Background: an optimization exercise with open tools, aiming at a short achievable clock period and few clock cycles. Do not read the settings as production practice.
Power and IR drop assume default switching activity.

== job 6818 ==
Design cpu, start of the top module:
module cpu(input         clk, reset,
           input  [15:0] dataout, instruction,
           output        MemRd, MemWr,
           output [15:0] datain, instrAddr, dataAddr);
  reg [15:0] pc;           
  reg [15:0] ras;          
  reg        xv;           
  reg [7:1]  xao, xbo;     
  reg [7:0]  xsa, xsb;     
  reg [2:0]  xd;           
  reg        xwe;          
  reg        xand, xcall, xsub;  
  reg        ximm;         
  reg [15:0] xi;           
  reg        xld, xbyte, xsx, xst, xsv;
  reg [8:0]  xs9;          
  reg [2:0]  xtk;          
  reg        xbr;          
  reg        xret, xpt;    
  reg [15:0] xpc2, xpcb;   
  reg [15:0] xrt;          
  reg        xla, xlb;     
  reg        xls;          
  reg [15:0] mres, mdata;
  reg [15:0] maddr;        
  reg [7:1]  mwe;          
  reg [7:1]  mwl;          
  reg        mld, mbyte, msx, mwr;
  reg [15:0] r1, r2, r3, r4, r5, r6, r7;
  reg [15:0] xni;          
  reg        xzk;          
  wire [15:0] ldv = mbyte ? {{8{msx & dataout[7]}}, dataout[7:0]} : dataout;
  wire [7:0]  xdo = 8'd1 << xd;
  wire [15:0] av = ({16{xsa[0]}} & mres) | ({16{xsa[1]}} & r1) | ({16{xsa[2]}} & r2) |
                   ({16{xsa[3]}} & r3)   | ({16{xsa[4]}} & r4) | ({16{xsa[5]}} & r5) |
                   ({16{xsa[6]}} & r6)   | ({16{xsa[7]}} & r7);
  wire [15:0] bv = ({16{xsb[0]}} & mres) | ({16{xsb[1]}} & r1) | ({16{xsb[2]}} & r2) |
                   ({16{xsb[3]}} & r3)   | ({16{xsb[4]}} & r4) | ({16{xsb[5]}} & r5) |
                   ({16{xsb[6]}} & r6)   | ({16{xsb[7]}} & r7);
  wire        st = xv & (xla | xlb);           
  wire        go = xv & ~st;                   
  wire [15:0] bop = ximm ? xi : bv;
  wire [15:0] sum, dif;
  ksadd adda(av, bop, 1'b0, sum);
  ksadd adds(av, ~bv, 1'b1, dif);
  wire [15:0] res = xcall ? xpc2 : xand ? (av & bop) : xsub ? dif : sum;
  wire        eq = (av == bv);
  wire        nlt;
  kscarry cmpc({~av[15], av[14:0]}, {bv[15], ~bv[14:0]}, 1'b1, nlt);
  wire        lt = ~nlt;
  wire [2:0]  xm  = {3{xbr}} & (xtk ^ {3{xpt}});    
  ...
Settings: LEC_CHECK=0, CAP_MARGIN=20, CORE_MARGIN=2, CORE_UTILIZATION=55, PLACE_DENSITY=0.7, SLEW_MARGIN=20, SYNTH_HIERARCHICAL=1; clock period 13.0 ns.
standard.sh (not shown) runs the stock make flow with config.mk's settings and CLKGATE_MAP_FILE= SYNTH_SCRIPT=/design/flow/synth_recipe.tcl, a recipe that flattens the netlist after the stock synthesis.
==> flow/flow/run.sh <==
#!/bin/bash
# Own flow: the standard layout, with two changes to how it is made (the clock period
# and constraints are unchanged):
#  - the port buffers that buffer_ports inserts are plain buffers (buf_2), not whatever cell
#    it picks by default (a delay cell on this platform);
#  - repair_timing aims for more setup slack than the default.
set -euo pipefail
bash standard.sh SETUP_SLACK_MARGIN=9.2 'BUFFER_PORTS_ARGS=-buffer_cell sky130_fd_sc_hd__buf_2' finish > flow_standard.log 2>&1
Edits applied to the flow inputs when going from job 6818 to job 6439:
--- a/flow/design.v
+++ b/flow/design.v
@@ -186,20 +186,16 @@
   wire        xz  = |(xsa & xe);
   wire [15:0] i  = instruction;
   wire [3:0]  op = i[15:12];
   wire [15:0] pc2;
   wire [10:0] hip, him;
   pcinc pci(pc, pc2, hip, him);
   wire [5:0]  lo;
   ksadd5 loa(pc[4:0], i[4:0], lo[4:0], lo[5]);
-  wire [4:0]  lod1, lod2;
-  wire        c5b, c5c;
-  ksadd5 loa1(pc[4:0], i[4:0], lod1, c5b);
-  ksadd5 loa2(pc[4:0], i[4:0], lod2, c5c);
   wire        c5 = lo[5];    
   wire [15:0] jt = {pc2[15:13], i[11:0], 1'b0};
   wire fbr  = (op[3:2] == 2'b10);
   wire fj   = (op[3:1] == 3'b110);
   wire fret = (op == 4'd14);
   wire [3:0] fpq;
   wire       fxk = xv & xwe & xzk;
   bpred bp0(op, i[11], i[4], i[7:5], i[10:8], xd, fxk, xz, fpq[0]);
@@ -214,18 +210,18 @@
   wire [15:0] p1, p0, pn, t1, t0, tn, fn, pcd;
   ao4 #(16) a1(sj, sr, ss, sb, jt, ras, pc2, {bt1, lo[4:0]}, p1);    
   ao4 #(16) a0(sj, sr, ss, sb, jt, ras, pc2, {bt0, lo[4:0]}, p0);    
   ao4 #(16) an(sj, sr, ss, sb, jt, ras, pc2, pc2, pn);               
   assign t1 = p1;
   assign t0 = p0;
   assign tn = pn;
   nsel #(4) pcm3(fpq[3], c5, t1[15:12], t0[15:12], tn[15:12], fn[15:12]);
-  nsel #(4) pcm2(fpq[2], c5b, t1[11:8], t0[11:8], tn[11:8], fn[11:8]);
-  nsel #(4) pcm1(fpq[1], c5c, t1[7:4], t0[7:4], tn[7:4], fn[7:4]);
+  nsel #(4) pcm2(fpq[2], c5, t1[11:8], t0[11:8], tn[11:8], fn[11:8]);
+  nsel #(4) pcm1(fpq[1], c5, t1[7:4], t0[7:4], tn[7:4], fn[7:4]);
   nsel #(4) pcm0(fpq[0], c5, t1[3:0], t0[3:0], tn[3:0], fn[3:0]);
   cmux #(8) kmh(sel, redir[15:8], fn[15:8], pcd[15:8]);
   cmux #(8) kml(sel2, redir[7:0], fn[7:0], pcd[7:0]);
   reg [2:0] ftk;
   always @(*)
     case (op[1:0])
       2'd0: ftk = 3'b110;    
       2'd1: ftk = 3'b101;    
--- outcome ---
Compared with job 6818, job 6439 shows a final critical path time including I/O delays and setup that is 85 ps lower. Summary of job 6439 over job 6818: summed area of non-filler cells in the final layout lower, arrival time reported for the critical path endpoint decreased 110 ps, first-pass GRT wire length now smaller. Via count shrinks slightly when moving from job 6818 to job 6439. Re final worst-path cycle share: job 6439 is 0.66 points down on job 6818. Job 6439 packs its core looser than job 6818. Count of fill cells added during filler insertion for job 6439: 14 down relative to job 6818. Diff job 6818 -> job 6439: maximum frequency rose by 5.7 MHz; total power draw stayed essentially flat.
No run of this note included a check of the RTL's function; only the layout flow was run.

## re-timing with driven ports
The flow's constraints put no driver on any port. The routed layouts listed below were extracted and timed again, unchanged, in two steps.
Step 1: set_driving_cell puts a clkbuf_16 on clk and a buf_2 on each other input, an assumption about the parent block.
Step 2 adds t to the input delays and takes it off the output delays; t is the mean of the earliest and latest rising clock arrival at the registers after step 1. Input paths then give back, and output paths get back, about the clock's delay inside the block.
Slacks: no drivers / after step 1 / after step 2; pairs: no drivers / after step 1.
run | shift t [ns] | setup WS [ns] | worst data-port slew with drivers (ns)
job 6818 | 0.635 | 9.071 / 9.076 / 8.441 | 0.12
job 6439 | 0.625 | 9.156 / 9.129 / 8.547 | 0.06
After both steps setup and hold are still met in every run listed. For job 6818, which loses most, drivers alone change the setup slack by +0.005 ns; drivers and shift together by -0.630 ns.
